Source: an optimization exercise on an open RTL-to-GDS flow (aim: small area and a short achievable clock period). Production flows keep margins and buffers that such runs may drop.
Function was checked by simulation only, so behaviour that the tests miss may differ from the original.
Power is estimated from default activity; no workload was simulated.

--- design/flow/constraint.sdc ---
create_clock -name core_clock -period 7.5 [get_ports {clk}]
set_input_delay 1.5000 -clock core_clock [delete_from_list [all_inputs] [get_ports {clk}]]
set_output_delay 1.5000 -clock core_clock [all_outputs]
set_load 0.01 [all_outputs]
--- design/flow/flow/run.sh ---
#!/bin/bash
# Own layout flow: the standard ORFS flow (standard.sh) with two changes:
#  - no Yosys full/half-adder extraction (ADDER_MAP_FILE empty), so ABC maps the
#    hand-written prefix carry logic itself;
#  - the port buffers that buffer_ports inserts on every input and output are
#    sky130_fd_sc_hd__buf_1 instead of the default delay buffer.
# Make's full output goes to flow_make.log here; each ORFS step keeps its own log
# under orfs/logs/.
set -uo pipefail
bash standard.sh ADDER_MAP_FILE= \
  "BUFFER_PORTS_ARGS=-buffer_cell sky130_fd_sc_hd__buf_1" \
  finish > flow_make.log 2>&1
--- design/flow/design.v ---
`timescale 1ns / 1ps
module testAdd(a_1,b_1,sum_1);
	input [63:0] a_1;
	input [63:0] b_1;
	output [63:0] sum_1;
	Add #(.WIDTH(64)) Add_1(a_1,b_1,sum_1);
endmodule
module Add #(parameter WIDTH = 64)(a,b,sum);
input [WIDTH-1:0] a;
input [WIDTH-1:0] b;
output [WIDTH-1:0] sum;
assign{sum} = b + a;
endmodule  
`timescale 1ns / 1ps
module testSub(a_1,b_1,diff_1);
	input [31:0] a_1;
	input [31:0] b_1;
	output [31:0] diff_1;
	Sub #(.WIDTH(32)) Sub_1(a_1,b_1,diff_1);
	endmodule
module Sub #(parameter WIDTH = 32) (a,b,diff);
input [WIDTH - 1: 0] a;
input [WIDTH - 1: 0] b;
output [WIDTH - 1: 0] diff;
	assign{diff} = a - b;
endmodule  
`timescale 1ns / 1ps
module testComp(a_1,b_1,eq_1,lt_1,gt_1);
	input [63:0] a_1;
	input [63:0] b_1;
	output    eq_1;
	output    lt_1;
	output    gt_1;
	Comp #(.WIDTH(64)) Comp_1(a_1,b_1,eq_1,lt_1,gt_1);
endmodule
module Comp #(parameter WIDTH = 64) (a, b, eq, lt, gt);
input [WIDTH - 1:0] a;
input [WIDTH - 1:0] b;
output reg   eq;
output reg   lt;
output reg   gt;
    always @* begin
      if (a<b) begin
        eq = 0;
        lt = 1;
        gt = 0;
      end
      else if (a==b) begin
        eq = 1;
        lt = 0;
        gt = 0;
      end
      else begin
        eq = 0;
        lt = 0;
        gt = 1;
      end
    end
endmodule  
`timescale 1ns / 1ps
module testMux2x1(a_1,b_1,sel_1,d_1);
	input [63:0] a_1;
	input [63:0] b_1;
	input [63:0] sel_1;
	output [63:0] d_1;
	Mux2x1 #(.WIDTH(64)) Mux2x1_1(a_1,b_1,sel_1,d_1);
endmodule
 module Mux2x1 #(parameter WIDTH = 64) (a, b, sel, d);
 input [WIDTH - 1: 0] a; 
 input [WIDTH - 1: 0] b;
 input [WIDTH - 1: 0] sel;
 output [WIDTH - 1: 0] d;
 reg [WIDTH - 1: 0] d;
 always @(a or b or sel)
 if (sel == 1'b0)
 d = a;
 else
 d = b;
 endmodule  
`timescale 1ns / 1ps
module testReg(d_1,Clk,Rst,q_1);
	input Clk;
	input Rst;
	input [31:0] d_1;
	output [31:0] q_1;
	Reg #(.WIDTH(32)) Reg_1(d_1,Clk,Rst,q_1);
endmodule
module Reg #(parameter WIDTH = 32)(d,Clk,Rst,q);
input Clk;
input Rst;
input [WIDTH-1:0] d;
output reg [WIDTH-1:0] q;
 always @(posedge Clk) begin
 if(Rst == 0)begin
 q <= d;
end
end
endmodule  
`timescale 1ns / 1ps
module testSHL(a_1,sh_amt_1,d_1);
	input [1:0] a_1;
	input [1:0] sh_amt_1;
	output [1:0] d_1;
	SHL #(.WIDTH(2)) SHL_1(a_1,sh_amt_1,d_1);
endmodule
module SHL #(parameter WIDTH = 2) (a,sh_amt,d);
input [WIDTH-1 : 0] a;
input [WIDTH-1 : 0] sh_amt;
output [WIDTH-1 : 0] d;
    assign d = {a<<sh_amt};
	endmodule  
`timescale 1ns / 1ps
module testSHR(a_1,sh_amt_1,d_1);
	input [1:0] a_1;
	input [1:0] sh_amt_1;
	output [1:0] d_1;
	SHR #(.WIDTH(2)) SHR_1(a_1,sh_amt_1,d_1);
endmodule
module SHR #(parameter WIDTH = 2) (a,sh_amt,d);
input [WIDTH-1 : 0] a;
input [WIDTH-1 : 0] sh_amt;
output [WIDTH-1 : 0] d;
    assign d = {a>>sh_amt};
	endmodule  
`timescale 1ns / 1ps
module CircuitTest (a,b,c,z,x,clk,rst);
input [63:0] a, b, c;
input clk,rst;
output reg [31:0] z, x;
reg [32:0] ar, yr;
reg er;
wire n1 = a[0] & b[0];
wire n2 = a[0] | b[0];
wire n3 = a[1] & b[1];
wire n4 = a[1] | b[1];
wire n5 = a[2] & b[2];
wire n6 = a[2] | b[2];
wire n7 = a[3] & b[3];
wire n8 = a[3] | b[3];
wire n9 = a[4] & b[4];
wire n10 = a[4] | b[4];
wire n11 = a[5] & b[5];
wire n12 = a[5] | b[5];
wire n13 = a[6] & b[6];
wire n14 = a[6] | b[6];
wire n15 = a[7] & b[7];
wire n16 = a[7] | b[7];
wire n17 = a[8] & b[8];
wire n18 = a[8] | b[8];
wire n19 = a[9] & b[9];
wire n20 = a[9] | b[9];
wire n21 = a[10] & b[10];
wire n22 = a[10] | b[10];
wire n23 = a[11] & b[11];
wire n24 = a[11] | b[11];
wire n25 = a[12] & b[12];
wire n26 = a[12] | b[12];
wire n27 = a[13] & b[13];
wire n28 = a[13] | b[13];
wire n29 = a[14] & b[14];
wire n30 = a[14] | b[14];
wire n31 = a[15] & b[15];
wire n32 = a[15] | b[15];
wire n33 = a[16] & b[16];
wire n34 = a[16] | b[16];
wire n35 = a[17] & b[17];
wire n36 = a[17] | b[17];
wire n37 = a[18] & b[18];
wire n38 = a[18] | b[18];
wire n39 = a[19] & b[19];
wire n40 = a[19] | b[19];
wire n41 = a[20] & b[20];
wire n42 = a[20] | b[20];
wire n43 = a[21] & b[21];
wire n44 = a[21] | b[21];
wire n45 = a[22] & b[22];
wire n46 = a[22] | b[22];
wire n47 = a[23] & b[23];
wire n48 = a[23] | b[23];
wire n49 = a[24] & b[24];
wire n50 = a[24] | b[24];
wire n51 = a[25] & b[25];
wire n52 = a[25] | b[25];
wire n53 = a[26] & b[26];
wire n54 = a[26] | b[26];
wire n55 = a[27] & b[27];
wire n56 = a[27] | b[27];
wire n57 = a[28] & b[28];
wire n58 = a[28] | b[28];
wire n59 = a[29] & b[29];
wire n60 = a[29] | b[29];
wire n61 = a[30] & b[30];
wire n62 = a[30] | b[30];
wire n63 = a[31] & b[31];
wire n64 = a[31] | b[31];
wire n65 = a[32] & b[32];
wire n66 = a[32] | b[32];
wire n67 = a[33] & b[33];
wire n68 = a[33] | b[33];
wire n69 = a[34] & b[34];
wire n70 = a[34] | b[34];
wire n71 = a[35] & b[35];
wire n72 = a[35] | b[35];
wire n73 = a[36] & b[36];
wire n74 = a[36] | b[36];
wire n75 = a[37] & b[37];
wire n76 = a[37] | b[37];
wire n77 = a[38] & b[38];
wire n78 = a[38] | b[38];
wire n79 = a[39] & b[39];
wire n80 = a[39] | b[39];
wire n81 = a[40] & b[40];
wire n82 = a[40] | b[40];
wire n83 = a[41] & b[41];
wire n84 = a[41] | b[41];
wire n85 = a[42] & b[42];
wire n86 = a[42] | b[42];
wire n87 = a[43] & b[43];
wire n88 = a[43] | b[43];
wire n89 = a[44] & b[44];
wire n90 = a[44] | b[44];
wire n91 = a[45] & b[45];
wire n92 = a[45] | b[45];
wire n93 = a[46] & b[46];
wire n94 = a[46] | b[46];
wire n95 = a[47] & b[47];
wire n96 = a[47] | b[47];
wire n97 = a[48] & b[48];
wire n98 = a[48] | b[48];
wire n99 = a[49] & b[49];
wire n100 = a[49] | b[49];
wire n101 = a[50] & b[50];
wire n102 = a[50] | b[50];
wire n103 = a[51] & b[51];
wire n104 = a[51] | b[51];
wire n105 = a[52] & b[52];
wire n106 = a[52] | b[52];
wire n107 = a[53] & b[53];
wire n108 = a[53] | b[53];
wire n109 = a[54] & b[54];
wire n110 = a[54] | b[54];
wire n111 = a[55] & b[55];
wire n112 = a[55] | b[55];
wire n113 = a[56] & b[56];
wire n114 = a[56] | b[56];
wire n115 = a[57] & b[57];
wire n116 = a[57] | b[57];
wire n117 = a[58] & b[58];
wire n118 = a[58] | b[58];
wire n119 = a[59] & b[59];
wire n120 = a[59] | b[59];
wire n121 = a[60] & b[60];
wire n122 = a[60] | b[60];
wire n123 = a[61] & b[61];
wire n124 = a[61] | b[61];
wire n125 = a[62] & b[62];
wire n126 = a[62] | b[62];
wire n127 = a[63] & b[63];
wire n128 = a[63] | b[63];
wire n129 = n3 | (n4 & n1);
wire n130 = n4 & n2;
wire n131 = n7 | (n8 & n5);
wire n132 = n8 & n6;
wire n133 = n11 | (n12 & n9);
wire n134 = n12 & n10;
wire n135 = n15 | (n16 & n13);
wire n136 = n16 & n14;
wire n137 = n19 | (n20 & n17);
wire n138 = n20 & n18;
wire n139 = n23 | (n24 & n21);
wire n140 = n24 & n22;
wire n141 = n27 | (n28 & n25);
wire n142 = n28 & n26;
wire n143 = n31 | (n32 & n29);
wire n144 = n32 & n30;
wire n145 = n35 | (n36 & n33);
wire n146 = n36 & n34;
wire n147 = n39 | (n40 & n37);
wire n148 = n40 & n38;
wire n149 = n43 | (n44 & n41);
wire n150 = n44 & n42;
wire n151 = n47 | (n48 & n45);
wire n152 = n48 & n46;
wire n153 = n51 | (n52 & n49);
wire n154 = n52 & n50;
wire n155 = n55 | (n56 & n53);
wire n156 = n56 & n54;
wire n157 = n59 | (n60 & n57);
wire n158 = n60 & n58;
wire n159 = n63 | (n64 & n61);
wire n160 = n64 & n62;
wire n161 = n67 | (n68 & n65);
wire n162 = n68 & n66;
wire n163 = n71 | (n72 & n69);
wire n164 = n72 & n70;
wire n165 = n75 | (n76 & n73);
wire n166 = n76 & n74;
wire n167 = n79 | (n80 & n77);
wire n168 = n80 & n78;
wire n169 = n83 | (n84 & n81);
wire n170 = n84 & n82;
wire n171 = n87 | (n88 & n85);
wire n172 = n88 & n86;
wire n173 = n91 | (n92 & n89);
wire n174 = n92 & n90;
wire n175 = n95 | (n96 & n93);
wire n176 = n96 & n94;
wire n177 = n99 | (n100 & n97);
wire n178 = n100 & n98;
wire n179 = n103 | (n104 & n101);
wire n180 = n104 & n102;
wire n181 = n107 | (n108 & n105);
wire n182 = n108 & n106;
wire n183 = n111 | (n112 & n109);
wire n184 = n112 & n110;
wire n185 = n115 | (n116 & n113);
wire n186 = n116 & n114;
wire n187 = n119 | (n120 & n117);
wire n188 = n120 & n118;
wire n189 = n123 | (n124 & n121);
wire n190 = n124 & n122;
wire n191 = n127 | (n128 & n125);
wire n192 = n128 & n126;
wire n193 = n131 | (n132 & n129);
wire n194 = n132 & n130;
wire n195 = n135 | (n136 & n133);
wire n196 = n136 & n134;
wire n197 = n139 | (n140 & n137);
wire n198 = n140 & n138;
wire n199 = n143 | (n144 & n141);
wire n200 = n144 & n142;
wire n201 = n147 | (n148 & n145);
wire n202 = n148 & n146;
wire n203 = n151 | (n152 & n149);
wire n204 = n152 & n150;
wire n205 = n155 | (n156 & n153);
wire n206 = n156 & n154;
wire n207 = n159 | (n160 & n157);
wire n208 = n160 & n158;
wire n209 = n163 | (n164 & n161);
wire n210 = n164 & n162;
wire n211 = n167 | (n168 & n165);
wire n212 = n168 & n166;
wire n213 = n171 | (n172 & n169);
wire n214 = n172 & n170;
wire n215 = n175 | (n176 & n173);
wire n216 = n176 & n174;
wire n217 = n179 | (n180 & n177);
wire n218 = n180 & n178;
wire n219 = n183 | (n184 & n181);
wire n220 = n184 & n182;
wire n221 = n187 | (n188 & n185);
wire n222 = n188 & n186;
wire n223 = n191 | (n192 & n189);
wire n224 = n192 & n190;
wire n225 = n195 | (n196 & n193);
wire n226 = n196 & n194;
wire n227 = n199 | (n200 & n197);
wire n228 = n200 & n198;
wire n229 = n203 | (n204 & n201);
wire n230 = n204 & n202;
wire n231 = n207 | (n208 & n205);
wire n232 = n208 & n206;
wire n233 = n211 | (n212 & n209);
wire n234 = n212 & n210;
wire n235 = n215 | (n216 & n213);
wire n236 = n216 & n214;
wire n237 = n219 | (n220 & n217);
wire n238 = n220 & n218;
wire n239 = n223 | (n224 & n221);
wire n240 = n224 & n222;
wire n241 = n227 | (n228 & n225);
wire n242 = n228 & n226;
wire n243 = n231 | (n232 & n229);
wire n244 = n232 & n230;
wire n245 = n235 | (n236 & n233);
wire n246 = n236 & n234;
wire n247 = n239 | (n240 & n237);
wire n248 = n240 & n238;
wire n249 = n243 | (n244 & n241);
wire n250 = n244 & n242;
wire n251 = n247 | (n248 & n245);
wire n252 = n248 & n246;
wire n253 = n251 | (n252 & n249);
wire n254 = n252 & n250;
wire n255 = a[0] & c[0];
wire n256 = a[0] | c[0];
wire n257 = a[1] & c[1];
wire n258 = a[1] | c[1];
wire n259 = a[2] & c[2];
wire n260 = a[2] | c[2];
wire n261 = a[3] & c[3];
wire n262 = a[3] | c[3];
wire n263 = a[4] & c[4];
wire n264 = a[4] | c[4];
wire n265 = a[5] & c[5];
wire n266 = a[5] | c[5];
wire n267 = a[6] & c[6];
wire n268 = a[6] | c[6];
wire n269 = a[7] & c[7];
wire n270 = a[7] | c[7];
wire n271 = a[8] & c[8];
wire n272 = a[8] | c[8];
wire n273 = a[9] & c[9];
wire n274 = a[9] | c[9];
wire n275 = a[10] & c[10];
wire n276 = a[10] | c[10];
wire n277 = a[11] & c[11];
wire n278 = a[11] | c[11];
wire n279 = a[12] & c[12];
wire n280 = a[12] | c[12];
wire n281 = a[13] & c[13];
wire n282 = a[13] | c[13];
wire n283 = a[14] & c[14];
wire n284 = a[14] | c[14];
wire n285 = a[15] & c[15];
wire n286 = a[15] | c[15];
wire n287 = a[16] & c[16];
wire n288 = a[16] | c[16];
wire n289 = a[17] & c[17];
wire n290 = a[17] | c[17];
wire n291 = a[18] & c[18];
wire n292 = a[18] | c[18];
wire n293 = a[19] & c[19];
wire n294 = a[19] | c[19];
wire n295 = a[20] & c[20];
wire n296 = a[20] | c[20];
wire n297 = a[21] & c[21];
wire n298 = a[21] | c[21];
wire n299 = a[22] & c[22];
wire n300 = a[22] | c[22];
wire n301 = a[23] & c[23];
wire n302 = a[23] | c[23];
wire n303 = a[24] & c[24];
wire n304 = a[24] | c[24];
wire n305 = a[25] & c[25];
wire n306 = a[25] | c[25];
wire n307 = a[26] & c[26];
wire n308 = a[26] | c[26];
wire n309 = a[27] & c[27];
wire n310 = a[27] | c[27];
wire n311 = a[28] & c[28];
wire n312 = a[28] | c[28];
wire n313 = a[29] & c[29];
wire n314 = a[29] | c[29];
wire n315 = a[30] & c[30];
wire n316 = a[30] | c[30];
wire n317 = a[31] & c[31];
wire n318 = a[31] | c[31];
wire n319 = a[32] & c[32];
wire n320 = a[32] | c[32];
wire n321 = a[33] & c[33];
wire n322 = a[33] | c[33];
wire n323 = a[34] & c[34];
wire n324 = a[34] | c[34];
wire n325 = a[35] & c[35];
wire n326 = a[35] | c[35];
wire n327 = a[36] & c[36];
wire n328 = a[36] | c[36];
wire n329 = a[37] & c[37];
wire n330 = a[37] | c[37];
wire n331 = a[38] & c[38];
wire n332 = a[38] | c[38];
wire n333 = a[39] & c[39];
wire n334 = a[39] | c[39];
wire n335 = a[40] & c[40];
wire n336 = a[40] | c[40];
wire n337 = a[41] & c[41];
wire n338 = a[41] | c[41];
wire n339 = a[42] & c[42];
wire n340 = a[42] | c[42];
wire n341 = a[43] & c[43];
wire n342 = a[43] | c[43];
wire n343 = a[44] & c[44];
wire n344 = a[44] | c[44];
wire n345 = a[45] & c[45];
wire n346 = a[45] | c[45];
wire n347 = a[46] & c[46];
wire n348 = a[46] | c[46];
wire n349 = a[47] & c[47];
wire n350 = a[47] | c[47];
wire n351 = a[48] & c[48];
wire n352 = a[48] | c[48];
wire n353 = a[49] & c[49];
wire n354 = a[49] | c[49];
wire n355 = a[50] & c[50];
wire n356 = a[50] | c[50];
wire n357 = a[51] & c[51];
wire n358 = a[51] | c[51];
wire n359 = a[52] & c[52];
wire n360 = a[52] | c[52];
wire n361 = a[53] & c[53];
wire n362 = a[53] | c[53];
wire n363 = a[54] & c[54];
wire n364 = a[54] | c[54];
wire n365 = a[55] & c[55];
wire n366 = a[55] | c[55];
wire n367 = a[56] & c[56];
wire n368 = a[56] | c[56];
wire n369 = a[57] & c[57];
wire n370 = a[57] | c[57];
wire n371 = a[58] & c[58];
wire n372 = a[58] | c[58];
wire n373 = a[59] & c[59];
wire n374 = a[59] | c[59];
wire n375 = a[60] & c[60];
wire n376 = a[60] | c[60];
wire n377 = a[61] & c[61];
wire n378 = a[61] | c[61];
wire n379 = a[62] & c[62];
wire n380 = a[62] | c[62];
wire n381 = a[63] & c[63];
wire n382 = a[63] | c[63];
wire n383 = n257 | (n258 & n255);
wire n384 = n258 & n256;
wire n385 = n261 | (n262 & n259);
wire n386 = n262 & n260;
wire n387 = n265 | (n266 & n263);
wire n388 = n266 & n264;
wire n389 = n269 | (n270 & n267);
wire n390 = n270 & n268;
wire n391 = n273 | (n274 & n271);
wire n392 = n274 & n272;
wire n393 = n277 | (n278 & n275);
wire n394 = n278 & n276;
wire n395 = n281 | (n282 & n279);
wire n396 = n282 & n280;
wire n397 = n285 | (n286 & n283);
wire n398 = n286 & n284;
wire n399 = n289 | (n290 & n287);
wire n400 = n290 & n288;
wire n401 = n293 | (n294 & n291);
wire n402 = n294 & n292;
wire n403 = n297 | (n298 & n295);
wire n404 = n298 & n296;
wire n405 = n301 | (n302 & n299);
wire n406 = n302 & n300;
wire n407 = n305 | (n306 & n303);
wire n408 = n306 & n304;
wire n409 = n309 | (n310 & n307);
wire n410 = n310 & n308;
wire n411 = n313 | (n314 & n311);
wire n412 = n314 & n312;
wire n413 = n317 | (n318 & n315);
wire n414 = n318 & n316;
wire n415 = n321 | (n322 & n319);
wire n416 = n322 & n320;
wire n417 = n325 | (n326 & n323);
wire n418 = n326 & n324;
wire n419 = n329 | (n330 & n327);
wire n420 = n330 & n328;
wire n421 = n333 | (n334 & n331);
wire n422 = n334 & n332;
wire n423 = n337 | (n338 & n335);
wire n424 = n338 & n336;
wire n425 = n341 | (n342 & n339);
wire n426 = n342 & n340;
wire n427 = n345 | (n346 & n343);
wire n428 = n346 & n344;
wire n429 = n349 | (n350 & n347);
wire n430 = n350 & n348;
wire n431 = n353 | (n354 & n351);
wire n432 = n354 & n352;
wire n433 = n357 | (n358 & n355);
wire n434 = n358 & n356;
wire n435 = n361 | (n362 & n359);
wire n436 = n362 & n360;
wire n437 = n365 | (n366 & n363);
wire n438 = n366 & n364;
wire n439 = n369 | (n370 & n367);
wire n440 = n370 & n368;
wire n441 = n373 | (n374 & n371);
wire n442 = n374 & n372;
wire n443 = n377 | (n378 & n375);
wire n444 = n378 & n376;
wire n445 = n381 | (n382 & n379);
wire n446 = n382 & n380;
wire n447 = n385 | (n386 & n383);
wire n448 = n386 & n384;
wire n449 = n389 | (n390 & n387);
wire n450 = n390 & n388;
wire n451 = n393 | (n394 & n391);
wire n452 = n394 & n392;
wire n453 = n397 | (n398 & n395);
wire n454 = n398 & n396;
wire n455 = n401 | (n402 & n399);
wire n456 = n402 & n400;
wire n457 = n405 | (n406 & n403);
wire n458 = n406 & n404;
wire n459 = n409 | (n410 & n407);
wire n460 = n410 & n408;
wire n461 = n413 | (n414 & n411);
wire n462 = n414 & n412;
wire n463 = n417 | (n418 & n415);
wire n464 = n418 & n416;
wire n465 = n421 | (n422 & n419);
wire n466 = n422 & n420;
wire n467 = n425 | (n426 & n423);
wire n468 = n426 & n424;
wire n469 = n429 | (n430 & n427);
wire n470 = n430 & n428;
wire n471 = n433 | (n434 & n431);
wire n472 = n434 & n432;
wire n473 = n437 | (n438 & n435);
wire n474 = n438 & n436;
wire n475 = n441 | (n442 & n439);
wire n476 = n442 & n440;
wire n477 = n445 | (n446 & n443);
wire n478 = n446 & n444;
wire n479 = n449 | (n450 & n447);
wire n480 = n450 & n448;
wire n481 = n453 | (n454 & n451);
wire n482 = n454 & n452;
wire n483 = n457 | (n458 & n455);
wire n484 = n458 & n456;
wire n485 = n461 | (n462 & n459);
wire n486 = n462 & n460;
wire n487 = n465 | (n466 & n463);
wire n488 = n466 & n464;
wire n489 = n469 | (n470 & n467);
wire n490 = n470 & n468;
wire n491 = n473 | (n474 & n471);
wire n492 = n474 & n472;
wire n493 = n477 | (n478 & n475);
wire n494 = n478 & n476;
wire n495 = n481 | (n482 & n479);
wire n496 = n482 & n480;
wire n497 = n485 | (n486 & n483);
wire n498 = n486 & n484;
wire n499 = n489 | (n490 & n487);
wire n500 = n490 & n488;
wire n501 = n493 | (n494 & n491);
wire n502 = n494 & n492;
wire n503 = n497 | (n498 & n495);
wire n504 = n498 & n496;
wire n505 = n501 | (n502 & n499);
wire n506 = n502 & n500;
wire n507 = n505 | (n506 & n503);
wire n508 = n506 & n504;
wire n509 = ~b[0] & c[0];
wire n510 = ~(b[0] ^ c[0]);
wire n511 = ~b[1] & c[1];
wire n512 = ~(b[1] ^ c[1]);
wire n513 = ~b[2] & c[2];
wire n514 = ~(b[2] ^ c[2]);
wire n515 = ~b[3] & c[3];
wire n516 = ~(b[3] ^ c[3]);
wire n517 = ~b[4] & c[4];
wire n518 = ~(b[4] ^ c[4]);
wire n519 = ~b[5] & c[5];
wire n520 = ~(b[5] ^ c[5]);
wire n521 = ~b[6] & c[6];
wire n522 = ~(b[6] ^ c[6]);
wire n523 = ~b[7] & c[7];
wire n524 = ~(b[7] ^ c[7]);
wire n525 = ~b[8] & c[8];
wire n526 = ~(b[8] ^ c[8]);
wire n527 = ~b[9] & c[9];
wire n528 = ~(b[9] ^ c[9]);
wire n529 = ~b[10] & c[10];
wire n530 = ~(b[10] ^ c[10]);
wire n531 = ~b[11] & c[11];
wire n532 = ~(b[11] ^ c[11]);
wire n533 = ~b[12] & c[12];
wire n534 = ~(b[12] ^ c[12]);
wire n535 = ~b[13] & c[13];
wire n536 = ~(b[13] ^ c[13]);
wire n537 = ~b[14] & c[14];
wire n538 = ~(b[14] ^ c[14]);
wire n539 = ~b[15] & c[15];
wire n540 = ~(b[15] ^ c[15]);
wire n541 = ~b[16] & c[16];
wire n542 = ~(b[16] ^ c[16]);
wire n543 = ~b[17] & c[17];
wire n544 = ~(b[17] ^ c[17]);
wire n545 = ~b[18] & c[18];
wire n546 = ~(b[18] ^ c[18]);
wire n547 = ~b[19] & c[19];
wire n548 = ~(b[19] ^ c[19]);
wire n549 = ~b[20] & c[20];
wire n550 = ~(b[20] ^ c[20]);
wire n551 = ~b[21] & c[21];
wire n552 = ~(b[21] ^ c[21]);
wire n553 = ~b[22] & c[22];
wire n554 = ~(b[22] ^ c[22]);
wire n555 = ~b[23] & c[23];
wire n556 = ~(b[23] ^ c[23]);
wire n557 = ~b[24] & c[24];
wire n558 = ~(b[24] ^ c[24]);
wire n559 = ~b[25] & c[25];
wire n560 = ~(b[25] ^ c[25]);
wire n561 = ~b[26] & c[26];
wire n562 = ~(b[26] ^ c[26]);
wire n563 = ~b[27] & c[27];
wire n564 = ~(b[27] ^ c[27]);
wire n565 = ~b[28] & c[28];
wire n566 = ~(b[28] ^ c[28]);
wire n567 = ~b[29] & c[29];
wire n568 = ~(b[29] ^ c[29]);
wire n569 = ~b[30] & c[30];
wire n570 = ~(b[30] ^ c[30]);
wire n571 = ~b[31] & c[31];
wire n572 = ~(b[31] ^ c[31]);
wire n573 = ~b[32] & c[32];
wire n574 = ~(b[32] ^ c[32]);
wire n575 = ~b[33] & c[33];
wire n576 = ~(b[33] ^ c[33]);
wire n577 = ~b[34] & c[34];
wire n578 = ~(b[34] ^ c[34]);
wire n579 = ~b[35] & c[35];
wire n580 = ~(b[35] ^ c[35]);
wire n581 = ~b[36] & c[36];
wire n582 = ~(b[36] ^ c[36]);
wire n583 = ~b[37] & c[37];
wire n584 = ~(b[37] ^ c[37]);
wire n585 = ~b[38] & c[38];
wire n586 = ~(b[38] ^ c[38]);
wire n587 = ~b[39] & c[39];
wire n588 = ~(b[39] ^ c[39]);
wire n589 = ~b[40] & c[40];
wire n590 = ~(b[40] ^ c[40]);
wire n591 = ~b[41] & c[41];
wire n592 = ~(b[41] ^ c[41]);
wire n593 = ~b[42] & c[42];
wire n594 = ~(b[42] ^ c[42]);
wire n595 = ~b[43] & c[43];
wire n596 = ~(b[43] ^ c[43]);
wire n597 = ~b[44] & c[44];
wire n598 = ~(b[44] ^ c[44]);
wire n599 = ~b[45] & c[45];
wire n600 = ~(b[45] ^ c[45]);
wire n601 = ~b[46] & c[46];
wire n602 = ~(b[46] ^ c[46]);
wire n603 = ~b[47] & c[47];
wire n604 = ~(b[47] ^ c[47]);
wire n605 = ~b[48] & c[48];
wire n606 = ~(b[48] ^ c[48]);
wire n607 = ~b[49] & c[49];
wire n608 = ~(b[49] ^ c[49]);
wire n609 = ~b[50] & c[50];
wire n610 = ~(b[50] ^ c[50]);
wire n611 = ~b[51] & c[51];
wire n612 = ~(b[51] ^ c[51]);
wire n613 = ~b[52] & c[52];
wire n614 = ~(b[52] ^ c[52]);
wire n615 = ~b[53] & c[53];
wire n616 = ~(b[53] ^ c[53]);
wire n617 = ~b[54] & c[54];
wire n618 = ~(b[54] ^ c[54]);
wire n619 = ~b[55] & c[55];
wire n620 = ~(b[55] ^ c[55]);
wire n621 = ~b[56] & c[56];
wire n622 = ~(b[56] ^ c[56]);
wire n623 = ~b[57] & c[57];
wire n624 = ~(b[57] ^ c[57]);
wire n625 = ~b[58] & c[58];
wire n626 = ~(b[58] ^ c[58]);
wire n627 = ~b[59] & c[59];
wire n628 = ~(b[59] ^ c[59]);
wire n629 = ~b[60] & c[60];
wire n630 = ~(b[60] ^ c[60]);
wire n631 = ~b[61] & c[61];
wire n632 = ~(b[61] ^ c[61]);
wire n633 = ~b[62] & c[62];
wire n634 = ~(b[62] ^ c[62]);
wire n635 = ~b[63] & c[63];
wire n636 = ~(b[63] ^ c[63]);
wire n637 = n511 | (n512 & n509);
wire n638 = n512 & n510;
wire n639 = n515 | (n516 & n513);
wire n640 = n516 & n514;
wire n641 = n519 | (n520 & n517);
wire n642 = n520 & n518;
wire n643 = n523 | (n524 & n521);
wire n644 = n524 & n522;
wire n645 = n527 | (n528 & n525);
wire n646 = n528 & n526;
wire n647 = n531 | (n532 & n529);
wire n648 = n532 & n530;
wire n649 = n535 | (n536 & n533);
wire n650 = n536 & n534;
wire n651 = n539 | (n540 & n537);
wire n652 = n540 & n538;
wire n653 = n543 | (n544 & n541);
wire n654 = n544 & n542;
wire n655 = n547 | (n548 & n545);
wire n656 = n548 & n546;
wire n657 = n551 | (n552 & n549);
wire n658 = n552 & n550;
wire n659 = n555 | (n556 & n553);
wire n660 = n556 & n554;
wire n661 = n559 | (n560 & n557);
wire n662 = n560 & n558;
wire n663 = n563 | (n564 & n561);
wire n664 = n564 & n562;
wire n665 = n567 | (n568 & n565);
wire n666 = n568 & n566;
wire n667 = n571 | (n572 & n569);
wire n668 = n572 & n570;
wire n669 = n575 | (n576 & n573);
wire n670 = n576 & n574;
wire n671 = n579 | (n580 & n577);
wire n672 = n580 & n578;
wire n673 = n583 | (n584 & n581);
wire n674 = n584 & n582;
wire n675 = n587 | (n588 & n585);
wire n676 = n588 & n586;
wire n677 = n591 | (n592 & n589);
wire n678 = n592 & n590;
wire n679 = n595 | (n596 & n593);
wire n680 = n596 & n594;
wire n681 = n599 | (n600 & n597);
wire n682 = n600 & n598;
wire n683 = n603 | (n604 & n601);
wire n684 = n604 & n602;
wire n685 = n607 | (n608 & n605);
wire n686 = n608 & n606;
wire n687 = n611 | (n612 & n609);
wire n688 = n612 & n610;
wire n689 = n615 | (n616 & n613);
wire n690 = n616 & n614;
wire n691 = n619 | (n620 & n617);
wire n692 = n620 & n618;
wire n693 = n623 | (n624 & n621);
wire n694 = n624 & n622;
wire n695 = n627 | (n628 & n625);
wire n696 = n628 & n626;
wire n697 = n631 | (n632 & n629);
wire n698 = n632 & n630;
wire n699 = n635 | (n636 & n633);
wire n700 = n636 & n634;
wire n701 = n639 | (n640 & n637);
wire n702 = n640 & n638;
wire n703 = n643 | (n644 & n641);
wire n704 = n644 & n642;
wire n705 = n647 | (n648 & n645);
wire n706 = n648 & n646;
wire n707 = n651 | (n652 & n649);
wire n708 = n652 & n650;
wire n709 = n655 | (n656 & n653);
wire n710 = n656 & n654;
wire n711 = n659 | (n660 & n657);
wire n712 = n660 & n658;
wire n713 = n663 | (n664 & n661);
wire n714 = n664 & n662;
wire n715 = n667 | (n668 & n665);
wire n716 = n668 & n666;
wire n717 = n671 | (n672 & n669);
wire n718 = n672 & n670;
wire n719 = n675 | (n676 & n673);
wire n720 = n676 & n674;
wire n721 = n679 | (n680 & n677);
wire n722 = n680 & n678;
wire n723 = n683 | (n684 & n681);
wire n724 = n684 & n682;
wire n725 = n687 | (n688 & n685);
wire n726 = n688 & n686;
wire n727 = n691 | (n692 & n689);
wire n728 = n692 & n690;
wire n729 = n695 | (n696 & n693);
wire n730 = n696 & n694;
wire n731 = n699 | (n700 & n697);
wire n732 = n700 & n698;
wire n733 = n703 | (n704 & n701);
wire n734 = n704 & n702;
wire n735 = n707 | (n708 & n705);
wire n736 = n708 & n706;
wire n737 = n711 | (n712 & n709);
wire n738 = n712 & n710;
wire n739 = n715 | (n716 & n713);
wire n740 = n716 & n714;
wire n741 = n719 | (n720 & n717);
wire n742 = n720 & n718;
wire n743 = n723 | (n724 & n721);
wire n744 = n724 & n722;
wire n745 = n727 | (n728 & n725);
wire n746 = n728 & n726;
wire n747 = n731 | (n732 & n729);
wire n748 = n732 & n730;
wire n749 = n735 | (n736 & n733);
wire n750 = n736 & n734;
wire n751 = n739 | (n740 & n737);
wire n752 = n740 & n738;
wire n753 = n743 | (n744 & n741);
wire n754 = n744 & n742;
wire n755 = n747 | (n748 & n745);
wire n756 = n748 & n746;
wire n757 = n751 | (n752 & n749);
wire n758 = n752 & n750;
wire n759 = n755 | (n756 & n753);
wire n760 = n756 & n754;
wire n761 = n759 | (n760 & n757);
wire n762 = n760 & n758;
wire cd = n253;
wire ce = n507;
wire bLTc = n761;
wire dEQe = n762;
wire dLTe = (cd ^ ce) ? cd : bLTc;
wire [32:0] y = dLTe ? c[32:0] : b[32:0];
wire n763 = ar[0] ^ yr[0];
wire n764 = ar[1] ^ yr[1];
wire n765 = ar[2] ^ yr[2];
wire n766 = ar[3] ^ yr[3];
wire n767 = ar[4] ^ yr[4];
wire n768 = ar[5] ^ yr[5];
wire n769 = ar[6] ^ yr[6];
wire n770 = ar[7] ^ yr[7];
wire n771 = ar[8] ^ yr[8];
wire n772 = ar[9] ^ yr[9];
wire n773 = ar[10] ^ yr[10];
wire n774 = ar[11] ^ yr[11];
wire n775 = ar[12] ^ yr[12];
wire n776 = ar[13] ^ yr[13];
wire n777 = ar[14] ^ yr[14];
wire n778 = ar[15] ^ yr[15];
wire n779 = ar[16] ^ yr[16];
wire n780 = ar[17] ^ yr[17];
wire n781 = ar[18] ^ yr[18];
wire n782 = ar[19] ^ yr[19];
wire n783 = ar[20] ^ yr[20];
wire n784 = ar[21] ^ yr[21];
wire n785 = ar[22] ^ yr[22];
wire n786 = ar[23] ^ yr[23];
wire n787 = ar[24] ^ yr[24];
wire n788 = ar[25] ^ yr[25];
wire n789 = ar[26] ^ yr[26];
wire n790 = ar[27] ^ yr[27];
wire n791 = ar[28] ^ yr[28];
wire n792 = ar[29] ^ yr[29];
wire n793 = ar[30] ^ yr[30];
wire n794 = ar[31] ^ yr[31];
wire n795 = ar[32] ^ yr[32];
wire n796 = ar[0] & yr[0];
wire n797 = ar[1] & yr[1];
wire n798 = ar[2] & yr[2];
wire n799 = ar[3] & yr[3];
wire n800 = ar[4] & yr[4];
wire n801 = ar[5] & yr[5];
wire n802 = ar[6] & yr[6];
wire n803 = ar[7] & yr[7];
wire n804 = ar[8] & yr[8];
wire n805 = ar[9] & yr[9];
wire n806 = ar[10] & yr[10];
wire n807 = ar[11] & yr[11];
wire n808 = ar[12] & yr[12];
wire n809 = ar[13] & yr[13];
wire n810 = ar[14] & yr[14];
wire n811 = ar[15] & yr[15];
wire n812 = ar[16] & yr[16];
wire n813 = ar[17] & yr[17];
wire n814 = ar[18] & yr[18];
wire n815 = ar[19] & yr[19];
wire n816 = ar[20] & yr[20];
wire n817 = ar[21] & yr[21];
wire n818 = ar[22] & yr[22];
wire n819 = ar[23] & yr[23];
wire n820 = ar[24] & yr[24];
wire n821 = ar[25] & yr[25];
wire n822 = ar[26] & yr[26];
wire n823 = ar[27] & yr[27];
wire n824 = ar[28] & yr[28];
wire n825 = ar[29] & yr[29];
wire n826 = ar[30] & yr[30];
wire n827 = ar[31] & yr[31];
wire n828 = ar[32] & yr[32];
wire n829 = n797 | (n764 & n796);
wire n830 = n764 & n763;
wire n831 = n799 | (n766 & n798);
wire n832 = n766 & n765;
wire n833 = n801 | (n768 & n800);
wire n834 = n768 & n767;
wire n835 = n803 | (n770 & n802);
wire n836 = n770 & n769;
wire n837 = n805 | (n772 & n804);
wire n838 = n772 & n771;
wire n839 = n807 | (n774 & n806);
wire n840 = n774 & n773;
wire n841 = n809 | (n776 & n808);
wire n842 = n776 & n775;
wire n843 = n811 | (n778 & n810);
wire n844 = n778 & n777;
wire n845 = n813 | (n780 & n812);
wire n846 = n780 & n779;
wire n847 = n815 | (n782 & n814);
wire n848 = n782 & n781;
wire n849 = n817 | (n784 & n816);
wire n850 = n784 & n783;
wire n851 = n819 | (n786 & n818);
wire n852 = n786 & n785;
wire n853 = n821 | (n788 & n820);
wire n854 = n788 & n787;
wire n855 = n823 | (n790 & n822);
wire n856 = n790 & n789;
wire n857 = n825 | (n792 & n824);
wire n858 = n792 & n791;
wire n859 = n827 | (n794 & n826);
wire n860 = n794 & n793;
wire n861 = n831 | (n832 & n829);
wire n862 = n832 & n830;
wire n863 = n835 | (n836 & n833);
wire n864 = n836 & n834;
wire n865 = n839 | (n840 & n837);
wire n866 = n840 & n838;
wire n867 = n843 | (n844 & n841);
wire n868 = n844 & n842;
wire n869 = n847 | (n848 & n845);
wire n870 = n848 & n846;
wire n871 = n851 | (n852 & n849);
wire n872 = n852 & n850;
wire n873 = n855 | (n856 & n853);
wire n874 = n856 & n854;
wire n875 = n859 | (n860 & n857);
wire n876 = n860 & n858;
wire n877 = n863 | (n864 & n861);
wire n878 = n864 & n862;
wire n879 = n867 | (n868 & n865);
wire n880 = n868 & n866;
wire n881 = n871 | (n872 & n869);
wire n882 = n872 & n870;
wire n883 = n875 | (n876 & n873);
wire n884 = n876 & n874;
wire n885 = n879 | (n880 & n877);
wire n886 = n880 & n878;
wire n887 = n883 | (n884 & n881);
wire n888 = n884 & n882;
wire n889 = n887 | (n888 & n885);
wire n890 = n888 & n886;
wire n891 = n881 | (n882 & n885);
wire n892 = n882 & n886;
wire n893 = n865 | (n866 & n877);
wire n894 = n866 & n878;
wire n895 = n869 | (n870 & n885);
wire n896 = n870 & n886;
wire n897 = n873 | (n874 & n891);
wire n898 = n874 & n892;
wire n899 = n833 | (n834 & n861);
wire n900 = n834 & n862;
wire n901 = n837 | (n838 & n877);
wire n902 = n838 & n878;
wire n903 = n841 | (n842 & n893);
wire n904 = n842 & n894;
wire n905 = n845 | (n846 & n885);
wire n906 = n846 & n886;
wire n907 = n849 | (n850 & n895);
wire n908 = n850 & n896;
wire n909 = n853 | (n854 & n891);
wire n910 = n854 & n892;
wire n911 = n857 | (n858 & n897);
wire n912 = n858 & n898;
wire n913 = n798 | (n765 & n829);
wire n914 = n765 & n830;
wire n915 = n800 | (n767 & n861);
wire n916 = n767 & n862;
wire n917 = n802 | (n769 & n899);
wire n918 = n769 & n900;
wire n919 = n804 | (n771 & n877);
wire n920 = n771 & n878;
wire n921 = n806 | (n773 & n901);
wire n922 = n773 & n902;
wire n923 = n808 | (n775 & n893);
wire n924 = n775 & n894;
wire n925 = n810 | (n777 & n903);
wire n926 = n777 & n904;
wire n927 = n812 | (n779 & n885);
wire n928 = n779 & n886;
wire n929 = n814 | (n781 & n905);
wire n930 = n781 & n906;
wire n931 = n816 | (n783 & n895);
wire n932 = n783 & n896;
wire n933 = n818 | (n785 & n907);
wire n934 = n785 & n908;
wire n935 = n820 | (n787 & n891);
wire n936 = n787 & n892;
wire n937 = n822 | (n789 & n909);
wire n938 = n789 & n910;
wire n939 = n824 | (n791 & n897);
wire n940 = n791 & n898;
wire n941 = n826 | (n793 & n911);
wire n942 = n793 & n912;
wire n943 = n828 | (n795 & n889);
wire n944 = n795 & n890;
wire n945 = n764 ^ n796;
wire n946 = n765 ^ n829;
wire n947 = n766 ^ n913;
wire n948 = n767 ^ n861;
wire n949 = n768 ^ n915;
wire n950 = n769 ^ n899;
wire n951 = n770 ^ n917;
wire n952 = n771 ^ n877;
wire n953 = n772 ^ n919;
wire n954 = n773 ^ n901;
wire n955 = n774 ^ n921;
wire n956 = n775 ^ n893;
wire n957 = n776 ^ n923;
wire n958 = n777 ^ n903;
wire n959 = n778 ^ n925;
wire n960 = n779 ^ n885;
wire n961 = n780 ^ n927;
wire n962 = n781 ^ n905;
wire n963 = n782 ^ n929;
wire n964 = n783 ^ n895;
wire n965 = n784 ^ n931;
wire n966 = n785 ^ n907;
wire n967 = n786 ^ n933;
wire n968 = n787 ^ n891;
wire n969 = n788 ^ n935;
wire n970 = n789 ^ n909;
wire n971 = n790 ^ n937;
wire n972 = n791 ^ n897;
wire n973 = n792 ^ n939;
wire n974 = n793 ^ n911;
wire n975 = n794 ^ n941;
wire n976 = n795 ^ n889;
wire n977 = yr[0] ^ er;
wire n978 = yr[1] ^ er;
wire n979 = yr[2] ^ er;
wire n980 = yr[3] ^ er;
wire n981 = yr[4] ^ er;
wire n982 = yr[5] ^ er;
wire n983 = yr[6] ^ er;
wire n984 = yr[7] ^ er;
wire n985 = yr[8] ^ er;
wire n986 = yr[9] ^ er;
wire n987 = yr[10] ^ er;
wire n988 = yr[11] ^ er;
wire n989 = yr[12] ^ er;
wire n990 = yr[13] ^ er;
wire n991 = yr[14] ^ er;
wire n992 = yr[15] ^ er;
wire n993 = yr[16] ^ er;
wire n994 = yr[17] ^ er;
wire n995 = yr[18] ^ er;
wire n996 = yr[19] ^ er;
wire n997 = yr[20] ^ er;
wire n998 = yr[21] ^ er;
wire n999 = yr[22] ^ er;
wire n1000 = yr[23] ^ er;
wire n1001 = yr[24] ^ er;
wire n1002 = yr[25] ^ er;
wire n1003 = yr[26] ^ er;
wire n1004 = yr[27] ^ er;
wire n1005 = yr[28] ^ er;
wire n1006 = yr[29] ^ er;
wire n1007 = yr[30] ^ er;
wire n1008 = yr[31] ^ er;
wire n1009 = ar[0] ^ n977;
wire n1010 = ar[1] ^ n978;
wire n1011 = ar[2] ^ n979;
wire n1012 = ar[3] ^ n980;
wire n1013 = ar[4] ^ n981;
wire n1014 = ar[5] ^ n982;
wire n1015 = ar[6] ^ n983;
wire n1016 = ar[7] ^ n984;
wire n1017 = ar[8] ^ n985;
wire n1018 = ar[9] ^ n986;
wire n1019 = ar[10] ^ n987;
wire n1020 = ar[11] ^ n988;
wire n1021 = ar[12] ^ n989;
wire n1022 = ar[13] ^ n990;
wire n1023 = ar[14] ^ n991;
wire n1024 = ar[15] ^ n992;
wire n1025 = ar[16] ^ n993;
wire n1026 = ar[17] ^ n994;
wire n1027 = ar[18] ^ n995;
wire n1028 = ar[19] ^ n996;
wire n1029 = ar[20] ^ n997;
wire n1030 = ar[21] ^ n998;
wire n1031 = ar[22] ^ n999;
wire n1032 = ar[23] ^ n1000;
wire n1033 = ar[24] ^ n1001;
wire n1034 = ar[25] ^ n1002;
wire n1035 = ar[26] ^ n1003;
wire n1036 = ar[27] ^ n1004;
wire n1037 = ar[28] ^ n1005;
wire n1038 = ar[29] ^ n1006;
wire n1039 = ar[30] ^ n1007;
wire n1040 = ar[31] ^ n1008;
wire n1041 = ar[0] & n977;
wire n1042 = ar[1] & n978;
wire n1043 = ar[2] & n979;
wire n1044 = ar[3] & n980;
wire n1045 = ar[4] & n981;
wire n1046 = ar[5] & n982;
wire n1047 = ar[6] & n983;
wire n1048 = ar[7] & n984;
wire n1049 = ar[8] & n985;
wire n1050 = ar[9] & n986;
wire n1051 = ar[10] & n987;
wire n1052 = ar[11] & n988;
wire n1053 = ar[12] & n989;
wire n1054 = ar[13] & n990;
wire n1055 = ar[14] & n991;
wire n1056 = ar[15] & n992;
wire n1057 = ar[16] & n993;
wire n1058 = ar[17] & n994;
wire n1059 = ar[18] & n995;
wire n1060 = ar[19] & n996;
wire n1061 = ar[20] & n997;
wire n1062 = ar[21] & n998;
wire n1063 = ar[22] & n999;
wire n1064 = ar[23] & n1000;
wire n1065 = ar[24] & n1001;
wire n1066 = ar[25] & n1002;
wire n1067 = ar[26] & n1003;
wire n1068 = ar[27] & n1004;
wire n1069 = ar[28] & n1005;
wire n1070 = ar[29] & n1006;
wire n1071 = ar[30] & n1007;
wire n1072 = ar[31] & n1008;
wire n1073 = n1041 | (n1009 & er);
wire n1074 = n1042 | (n1010 & n1073);
wire n1075 = n1010 & n1009;
wire n1076 = n1044 | (n1012 & n1043);
wire n1077 = n1012 & n1011;
wire n1078 = n1046 | (n1014 & n1045);
wire n1079 = n1014 & n1013;
wire n1080 = n1048 | (n1016 & n1047);
wire n1081 = n1016 & n1015;
wire n1082 = n1050 | (n1018 & n1049);
wire n1083 = n1018 & n1017;
wire n1084 = n1052 | (n1020 & n1051);
wire n1085 = n1020 & n1019;
wire n1086 = n1054 | (n1022 & n1053);
wire n1087 = n1022 & n1021;
wire n1088 = n1056 | (n1024 & n1055);
wire n1089 = n1024 & n1023;
wire n1090 = n1058 | (n1026 & n1057);
wire n1091 = n1026 & n1025;
wire n1092 = n1060 | (n1028 & n1059);
wire n1093 = n1028 & n1027;
wire n1094 = n1062 | (n1030 & n1061);
wire n1095 = n1030 & n1029;
wire n1096 = n1064 | (n1032 & n1063);
wire n1097 = n1032 & n1031;
wire n1098 = n1066 | (n1034 & n1065);
wire n1099 = n1034 & n1033;
wire n1100 = n1068 | (n1036 & n1067);
wire n1101 = n1036 & n1035;
wire n1102 = n1070 | (n1038 & n1069);
wire n1103 = n1038 & n1037;
wire n1104 = n1072 | (n1040 & n1071);
wire n1105 = n1040 & n1039;
wire n1106 = n1076 | (n1077 & n1074);
wire n1107 = n1077 & n1075;
wire n1108 = n1080 | (n1081 & n1078);
wire n1109 = n1081 & n1079;
wire n1110 = n1084 | (n1085 & n1082);
wire n1111 = n1085 & n1083;
wire n1112 = n1088 | (n1089 & n1086);
wire n1113 = n1089 & n1087;
wire n1114 = n1092 | (n1093 & n1090);
wire n1115 = n1093 & n1091;
wire n1116 = n1096 | (n1097 & n1094);
wire n1117 = n1097 & n1095;
wire n1118 = n1100 | (n1101 & n1098);
wire n1119 = n1101 & n1099;
wire n1120 = n1104 | (n1105 & n1102);
wire n1121 = n1105 & n1103;
wire n1122 = n1108 | (n1109 & n1106);
wire n1123 = n1109 & n1107;
wire n1124 = n1112 | (n1113 & n1110);
wire n1125 = n1113 & n1111;
wire n1126 = n1116 | (n1117 & n1114);
wire n1127 = n1117 & n1115;
wire n1128 = n1120 | (n1121 & n1118);
wire n1129 = n1121 & n1119;
wire n1130 = n1124 | (n1125 & n1122);
wire n1131 = n1125 & n1123;
wire n1132 = n1128 | (n1129 & n1126);
wire n1133 = n1129 & n1127;
wire n1134 = n1132 | (n1133 & n1130);
wire n1135 = n1133 & n1131;
wire n1136 = n1126 | (n1127 & n1130);
wire n1137 = n1127 & n1131;
wire n1138 = n1110 | (n1111 & n1122);
wire n1139 = n1111 & n1123;
wire n1140 = n1114 | (n1115 & n1130);
wire n1141 = n1115 & n1131;
wire n1142 = n1118 | (n1119 & n1136);
wire n1143 = n1119 & n1137;
wire n1144 = n1078 | (n1079 & n1106);
wire n1145 = n1079 & n1107;
wire n1146 = n1082 | (n1083 & n1122);
wire n1147 = n1083 & n1123;
wire n1148 = n1086 | (n1087 & n1138);
wire n1149 = n1087 & n1139;
wire n1150 = n1090 | (n1091 & n1130);
wire n1151 = n1091 & n1131;
wire n1152 = n1094 | (n1095 & n1140);
wire n1153 = n1095 & n1141;
wire n1154 = n1098 | (n1099 & n1136);
wire n1155 = n1099 & n1137;
wire n1156 = n1102 | (n1103 & n1142);
wire n1157 = n1103 & n1143;
wire n1158 = n1043 | (n1011 & n1074);
wire n1159 = n1011 & n1075;
wire n1160 = n1045 | (n1013 & n1106);
wire n1161 = n1013 & n1107;
wire n1162 = n1047 | (n1015 & n1144);
wire n1163 = n1015 & n1145;
wire n1164 = n1049 | (n1017 & n1122);
wire n1165 = n1017 & n1123;
wire n1166 = n1051 | (n1019 & n1146);
wire n1167 = n1019 & n1147;
wire n1168 = n1053 | (n1021 & n1138);
wire n1169 = n1021 & n1139;
wire n1170 = n1055 | (n1023 & n1148);
wire n1171 = n1023 & n1149;
wire n1172 = n1057 | (n1025 & n1130);
wire n1173 = n1025 & n1131;
wire n1174 = n1059 | (n1027 & n1150);
wire n1175 = n1027 & n1151;
wire n1176 = n1061 | (n1029 & n1140);
wire n1177 = n1029 & n1141;
wire n1178 = n1063 | (n1031 & n1152);
wire n1179 = n1031 & n1153;
wire n1180 = n1065 | (n1033 & n1136);
wire n1181 = n1033 & n1137;
wire n1182 = n1067 | (n1035 & n1154);
wire n1183 = n1035 & n1155;
wire n1184 = n1069 | (n1037 & n1142);
wire n1185 = n1037 & n1143;
wire n1186 = n1071 | (n1039 & n1156);
wire n1187 = n1039 & n1157;
wire n1188 = n1009 ^ er;
wire n1189 = n1010 ^ n1073;
wire n1190 = n1011 ^ n1074;
wire n1191 = n1012 ^ n1158;
wire n1192 = n1013 ^ n1106;
wire n1193 = n1014 ^ n1160;
wire n1194 = n1015 ^ n1144;
wire n1195 = n1016 ^ n1162;
wire n1196 = n1017 ^ n1122;
wire n1197 = n1018 ^ n1164;
wire n1198 = n1019 ^ n1146;
wire n1199 = n1020 ^ n1166;
wire n1200 = n1021 ^ n1138;
wire n1201 = n1022 ^ n1168;
wire n1202 = n1023 ^ n1148;
wire n1203 = n1024 ^ n1170;
wire n1204 = n1025 ^ n1130;
wire n1205 = n1026 ^ n1172;
wire n1206 = n1027 ^ n1150;
wire n1207 = n1028 ^ n1174;
wire n1208 = n1029 ^ n1140;
wire n1209 = n1030 ^ n1176;
wire n1210 = n1031 ^ n1152;
wire n1211 = n1032 ^ n1178;
wire n1212 = n1033 ^ n1136;
wire n1213 = n1034 ^ n1180;
wire n1214 = n1035 ^ n1154;
wire n1215 = n1036 ^ n1182;
wire n1216 = n1037 ^ n1142;
wire n1217 = n1038 ^ n1184;
wire n1218 = n1039 ^ n1156;
wire n1219 = n1040 ^ n1186;
wire [32:0] greg = {n976, n975, n974, n973, n972, n971, n970, n969, n968, n967, n966, n965, n964, n963, n962, n961, n960, n959, n958, n957, n956, n955, n954, n953, n952, n951, n950, n949, n948, n947, n946, n945, n763};
wire [31:0] hreg = {n1219, n1218, n1217, n1216, n1215, n1214, n1213, n1212, n1211, n1210, n1209, n1208, n1207, n1206, n1205, n1204, n1203, n1202, n1201, n1200, n1199, n1198, n1197, n1196, n1195, n1194, n1193, n1192, n1191, n1190, n1189, n1188};
always @(posedge clk) begin
  if (!rst) begin
    ar <= a[32:0];
    yr <= y;
    er <= dEQe;
    x <= dLTe ? {hreg[30:0], 1'b0} : hreg;
    z <= dEQe ? greg[32:1] : greg[31:0];
  end
end
endmodule
--- design/flow/config.mk ---
export PLATFORM = sky130hd
export DESIGN_NAME = CircuitTest
export DESIGN_NICKNAME = CircuitTest
export VERILOG_FILES = /design/flow/design.v
export SDC_FILE = /design/flow/constraint.sdc
export NUM_CORES = 4
export LEC_CHECK = 0
export ABC_AREA = 1
export CAP_MARGIN = 20
export CORE_MARGIN = 2
export CORE_UTILIZATION = 40
export SETUP_SLACK_MARGIN = 4
export SLEW_MARGIN = 20
export TNS_END_PERCENT = 0
--- design/flow/standard.sh ---
#!/bin/bash
# synth_recipe.tcl (not shown) runs the flow's synth.tcl, then flattens the netlist and writes it again
# the make line also repeats each setting of config.mk as NAME=value (left out here)
make -C /OpenROAD-flow-scripts/flow DESIGN_CONFIG=/design/flow/config.mk WORK_HOME=/design/flow/orfs CLKGATE_MAP_FILE= SYNTH_SCRIPT=/design/flow/synth_recipe.tcl "${@:-finish}"
==> results of run 1 <==
==> where the power goes <==
group / total (W) / switching, W / leakage (nW) / internal (W)
logic: 0.00128 / 0.000829 / 5.07 / 0.000448
clock network: 0.000862 / 0.000311 / 0.300 / 0.000551
registers: 0.00108 / 0.0000709 / 1.28 / 0.00101
==> flip-flops by register name (all words and copies together) (netlist names) <==
register and count:
z 32, ar 33, er 1, yr 33
x 32
==> kinds of logic (layout without fill, tap and decap cells) <==
family	count (synthesis)	count (layout)	share of synthesized area
simple gates	967	968	0.343
compound gates	313	313	0.153
buf+inv	290	578	0.0995
flops	131	131	0.334
xor+xnor	87	87	0.0696
fa+ha+maj	1	1	0.000851
other cells	0	2	0
==> path summary, 6_finish.rpt <==
check | endpoint | cells after the start | slack (ns) | startpoint
worst max-delay path | yr[29]$_DFFE_PN_ | 17 | 4.05 | a[27]
worst min-delay path | x[0]$_SDFFCE_PN0N_ | 2 | 0.78 | ar[0]$_DFFE_PN_
worst max register to register | x[23]$_DFFE_PN_ | 21 | 4.34 | er$_DFFE_PN_
worst min register to register | x[0]$_SDFFCE_PN0N_ | 2 | 0.78 | ar[0]$_DFFE_PN_
==> area by class of cell <==
cell class              instances  area (um2)
diodes                          2        5.00
clock buffers                  17         425
clock inverters                15         190
fillers                      3028       14700
inverters                     266        1010
multi-input cells            1369        6820
flip-flops and latches        131        3930
well taps                     384         480
repair buffers                277        1240
repair inverters                3        20.0
==> synthesized netlist by cell type (all sizes together), types with 2 or more instances <==
cell type	n	area share
a22oi	2	0.0013
buf	19	0.013
o22ai	15	0.0080
o211ai	12	0.0077
o21ai	155	0.067
nand4	6	0.0032
xor2	52	0.042
nand3b	12	0.0077
a31oi	6	0.0032
edfxtp	131	0.33
clkbuf	5	0.0016
nor4	4	0.0021
a22o	4	0.0030
xnor2	35	0.028
a21oi	77	0.034
o21a	6	0.0038
nor3b	5	0.0032
nand3	88	0.038
or2	17	0.0090
o311ai	2	0.0015
o2111ai	2	0.0015
and3	2	0.0011
and2	3	0.0018
a21boi	2	0.0013
o31ai	3	0.0019
a211oi	12	0.0077
nor3	35	0.015
a21o	3	0.0019
nand2	606	0.20
o221ai	5	0.0037
o21bai	4	0.0032
inv	266	0.085
nor2	188	0.061
==> repair_timing <==
item / in CTS / in global routing
gates cloned: 2 / 9
hold endpoints to repair: 0 / 0
setup endpoints to repair: 98 / 94
pin swaps: 2 / 7
setup buffers: 1 / 7
resized for setup: 29 / 36
==> through the flow <==
step / util / hold WS, ns / setup slack, ns / cells / cell area, um2
3_5_place_dp: 0.454 / 0.746 / 2.38 / 2411 / 13100
2_1_floorplan: - / 0.619 / 3.72 / 1789 / 11800
5_1_grt: 0.490 / 0.797 / 3.90 / 2464 / 14100
6_report: 0.490 / 0.784 / 4.05 / 2464 / 14100
4_1_cts: 0.480 / 0.756 / 3.99 / 2446 / 13900
3_3_place_gp: 0.454 / 0.756 / 2.56 / 2411 / 13100
==> metal layers <==
layer / global-route usage / part of all wire
met3: 0.0504 / 0.077
met5: 0 / 0
met2: 0.374 / 0.45
met1: 0.293 / 0.45
met4: 0.0809 / 0.023
==> worst max-delay path, delay by kind of cell <==
family / cells / cell delay [ns]
AND/OR/NAND/NOR: 8 / 0.68
AO/OA/AOI/OAI: 5 / 0.80
buffers and inverters: 4 / 0.60
==> impl_metrics.ini, run 1 <==
[status]
status = no timing/DRC/antenna violations

[logic_synthesis]
synth.yosys.seq_area_share = 0.334
synth_cells = 1789
synth.distinct_cells = 56
ys.flop_type = edfxtp_1
synthesis.area_per_instance_um2 = 6.57
netlist_area_um2 = 11800
synthArstFlopShare = 0
synth_seq_cells = 131
synth-edff-count = 131
ys_warn_count = 1
synth_nets = 1983

[timing]
final-hold-violation-count = 0
setup_tns_ns = 0
tightestPinTransition_ns = 0.901
slew-limit-headroom = 0.399
rsz0062_at_grt = yes
final.period_utilization = 0.460
fmax_ghz = 0.290
layout_min_cycle_time_ns = 3.45
maxSlewViolCount = 0
setup_viol = 0
clock_skew_ns = 0.00620

[route]
drc = 0
wirelength_mm = 36.8
drt_iter0_drc = 756
route.vias.total = 12300
dr.pass1.iters = 6
via_per_inst = 5.00
wl_per_cell_um = 14.9
antenna_left = 0

[clock_tree]
clkTransAtPathRegs_ns = 0.06
cts_buffers = 17
clock-root-buffer = clkbuf_16
postCtsHoldBufs = 0
insertion_delay_ns = 0.43
cts.htree.levels = 4
cts_max_path_buffers = 2
cts_tree = built
clock-sinks = 131

[job]
drv_cap = 0

[floorplanning]
dieArea_um2 = 30800
num_rows = 62
fp.dieW_um = 175
start_util = 0.408
core_area_um2 = 28900
io_pins = 258
die_height_um = 175

[worst_setup_path]
cp-end-kind = register
crit_path_start_kind = input port
path_cells = clkbuf_2 -> nor2_1 -> inv_1 -> o21ai_1 -> nor2_1 -> nand2_1 -> nand3_1 -> nand2_1 -> nand3_1 -> a21oi_2 -> nand2_1 -> a21oi_2 -> buf_4 -> nor2_2 -> a21oi_4 -> buf_12 -> o21ai_0
crit_arrival_ns = 3.60
critPathMaxFanout = 49
crit_type = input port to register
critPathMaxStageDelay_ns = 0.25
crit_slowest_cell = buf_12
crit_path_frequent_cell = nand2_1
required_ns = 7.65

[final_layout]
nNetsFinal = 2259
drive_gt1_frac = 0.0717
final_cell_mix = 578 x nand2_1, 263 x inv_1, 247 x buf_1
syn2layout_area_growth_pct = 20.2
layout_commonest_cell = nand2_1

[power_and_ir_drop]
leakage_nw = 6.65
ir_drop_uv = 138
fin_total_pwr_w = 0.00322
cellPowerDensity_nw_per_um2 = 228

[grt]
grt_pass1_vias = 11300
grt_max_degree = 70
grt_usage = 0.227
grt_pass1_wl_mm = 55.6
grt_overflow = 0
antenna_found_initial = 2

[placement]
portBuffers = 257
gp_congestion = 0.947
hpwlAfterDp_mm = 28.3

[worst_hold_path]
hp-class = register to register
==> run 2: changes to the inputs <==
--- a/design/flow/config.mk
+++ b/design/flow/config.mk
@@ -9,6 +9,7 @@
 export CAP_MARGIN = 20
 export CORE_MARGIN = 2
 export CORE_UTILIZATION = 40
-export SETUP_SLACK_MARGIN = 4
+export CTS_BUF_LIST = sky130_fd_sc_hd__clkbuf_8
+export SETUP_SLACK_MARGIN = 4.2
 export SLEW_MARGIN = 20
 export TNS_END_PERCENT = 0
==> impl_metrics.ini, run 2 <==
[logic_synthesis]
synth.yosys.seq_area_share = 0.334
synth_nets = 1983
synth_cells = 1789
netlist_area_um2 = 11800
netlist.area_leader.share = 0.334
synthesis.area_per_instance_um2 = 6.57
yosys.area.top_type = edfxtp_1
synth.distinct_cells = 56
ys_warn_count = 1
yosysMostFrequentCell = nand2_1
ys_top_cells_by_count = 582 x nand2_1, 266 x inv_1, 182 x nor2_1, 148 x o21ai_0, 131 x edfxtp_1
synthArstFlopShare = 0
ys.flop_type = edfxtp_1
synth-edff-count = 131
synth_seq_cells = 131
yosys-top-cells-area = edfxtp_1 33%, nand2_1 19%, inv_1 8.5%

[worst_setup_path]
cp-end-kind = register
rrSetupSlack_ns = 4.49
required_ns = 7.68
critPathMaxFanout = 10
crit_type = input port to register
critical_path.endpoint = yr[27]$_DFFE_PN_
crit_path_start = b[57]
r2r_start = er$_DFFE_PN_
r2r-end = x[28]$_DFFE_PN_
crit_path_start_kind = input port
r2r_cells = 21
crit_arrival_ns = 3.60

[final_layout]
syn2layout_area_growth_pct = 19.8
nNetsFinal = 2262
post-route-util = 0.488
fillCellCount = 3052
fin_cells = 2467
final_cell_mix = 576 x nand2_1, 263 x inv_1, 239 x buf_1
drive_gt1_frac = 0.0836
layout_commonest_cell = nand2_1
reg_top3 = ar: 33 flops, yr: 33 flops

[route]
route.vias.total = 12200
wirelength_mm = 36.7
drt_iter0_drc = 737
via_per_inst = 4.96
drc = 0
antenna_left = 0
wl_per_cell_um = 14.9
dr.pass1.iters = 5

[floorplanning]
start_util = 0.408
dieArea_um2 = 30800
core_area_um2 = 28900
io_pins = 258
fp.dieW_um = 175
num_rows = 62
die_height_um = 175

[status]
status = no timing/DRC/antenna violations

[power_and_ir_drop]
clock_power_share = 0.212
cellPowerDensity_nw_per_um2 = 214
power.share.sequential = 0.358
p_int_w = 0.00182
switchingPower_w = 0.00118
leakage_nw = 6.64
ir_drop_uv = 101
p_sw_frac = 0.394
fin_total_pwr_w = 0.00301
pwr-share-comb = 0.431

[clock_tree]
postCtsHoldBufs = 0
cts_buffers = 17
cts_tree = built
insertion_delay_ns = 0.46
clock-root-buffer = clkbuf_8
clkTransAtPathRegs_ns = 0.07
cts.htree.levels = 4
cts_max_path_buffers = 2
clock-sinks = 131

[timing]
slew-limit-headroom = 0.405
rsz0062_at_grt = yes
fin_hold_ws_ns = 0.777
final.period_utilization = 0.457
clock_skew_ns = 0.00932
setup_viol = 0
layout_min_cycle_time_ns = 3.43
setup_tns_ns = 0
fmax_ghz = 0.292
maxSlewViolCount = 0
final-hold-violation-count = 0
tightestPinTransition_ns = 0.892

[grt]
grt_overflow = 0
grt_pass1_wl_mm = 56.6
grt_max_degree = 70
grt_usage = 0.231
antenna_found_initial = 2
grt_pass1_vias = 11500

[placement]
place_inst = 2411
hpwlAfterDp_mm = 28.3
portBuffers = 257
gp_congestion = 0.947

[worst_hold_path]
hp-class = register to register

[job]
drv_cap = 0
==> run 2: kinds of logic after synthesis <==
family                   Yosys count  share of synthesized area
AO/OA/AOI/OAI                    313                      0.153
AND/OR/NAND/NOR                  967                      0.343
buffers and inverters            290                     0.0995
flip-flops                       131                      0.334
adder cells (fa/ha/maj)            1                   0.000851
XOR/XNOR                          87                     0.0696
==> run 2: power by group through the flow <==
stage | logic, W | clock network [W] | registers [W]
finish | 0.00130 | 0.000636 | 0.00108
global route | 0.00147 | 0.000677 | 0.00109
CTS | 0.00123 | 0.000650 | 0.00108
detailed placement | 0.00119 | 0 | 0.00109
global placement | 0.00117 | 0 | 0.00109
floorplan | 0.000798 | 0 | 0.00113
==> run 2: worst min path at each step <==
stage | endpoint | cells after the start | start
after floorplan | x[0]$_SDFFCE_PN0N_ | 2 | ar[0]$_DFFE_PN_
after CTS | x[0]$_SDFFCE_PN0N_ | 2 | ar[0]$_DFFE_PN_
after detailed placement | x[0]$_SDFFCE_PN0N_ | 2 | ar[0]$_DFFE_PN_
after global routing | x[0]$_SDFFCE_PN0N_ | 2 | ar[0]$_DFFE_PN_
final | x[0]$_SDFFCE_PN0N_ | 2 | ar[0]$_DFFE_PN_
after global placement | x[0]$_SDFFCE_PN0N_ | 2 | ar[0]$_DFFE_PN_
==> run 2: cell type report <==
type	instances	area, um2	share of cell area
antenna	2	5.00	0.000355
clock buffer	17	234	0.0166
clock inverter	15	190	0.0135
inverter	266	1010	0.0717
multi-input combinational	1369	6890	0.489
sequential	131	3930	0.279
tap	384	480	0.0341
timing repair buffer	281	1330	0.0945
timing repair inverter	2	15.0	0.00107
==> run 2: timing repair <==
| action | 4_1_cts | 5_1_grt |
|---|---|---|
| resized for setup | 36 | 55 |
| cloned | 5 | 5 |
| pin swaps | 5 | 8 |
| buffers inserted | 8 | 4 |
| setup endpoints to repair | 98 | 98 |
==> run 2: worst max-delay path: stages <==
cell      delay, ns
buf_1          0.14
nor2_2         0.21
nor2_1         0.06
a21oi_1        0.12
o21ai_0        0.09
a211oi_1       0.29
nand2_1        0.14
a21oi_1        0.24
nand2_4        0.11
nand2_4        0.09
nand2_2        0.06
o21ai_4        0.07
buf_12         0.17
buf_12         0.16
o21ai_0        0.14
==> run 2: per-layer routing <==
metal,up-vias,track usage,routed length [um]
met2,402,0.380,16600
met1,5417,0.300,16700
li1,6377,-,-
met4,0,0.0857,823
met5,-,0,0
met3,48,0.0487,2690
==> run 2: through the flow <==
stage | instance area [um2] | setup slack, ns
global route | 14100 | 3.98
finish | 14100 | 4.07
CTS | 13800 | 4.11
global placement | 13100 | 2.56
floorplan | 11800 | 3.72
detailed placement | 13100 | 2.38

==> port drivers added, routing unchanged <==
In the flow no input, the clock included, has a driving cell. The finished layouts below were timed again as built, in two steps. Step 1 sets driving cells, clkbuf_16 on the clock port and buf_2 on the other inputs (assumed; they add their load-dependent delay and slew). Step 2 adds t to the input delays and takes it off the output delays; t is the mean of the earliest and latest rising clock arrival at the registers after step 1. Input paths then give back, and output paths get back, about the clock's delay inside the block. Three values: no drivers, after step 1, after step 2; two values: the first two.
| run | t (ns) | slack for setup (ns) | hold WS [ns] | latest minus earliest clock arrival (ns) | worst data-port slew with drivers (ns) |
|---|---|---|---|---|---|
| run 1 | 0.475 | 4.048 / 4.075 / 3.600 | 0.784 / 0.784 / 0.784 | 0.008 / 0.007 | 0.07 |
| run 2 | 0.502 | 4.074 / 4.096 / 3.593 | 0.777 / 0.777 / 0.777 | 0.009 / 0.009 | 0.07 |
After both steps every run listed still meets setup and hold. The setup slack of run 2, which loses most, moves by +0.022 ns with the drivers and by -0.481 ns with both steps.
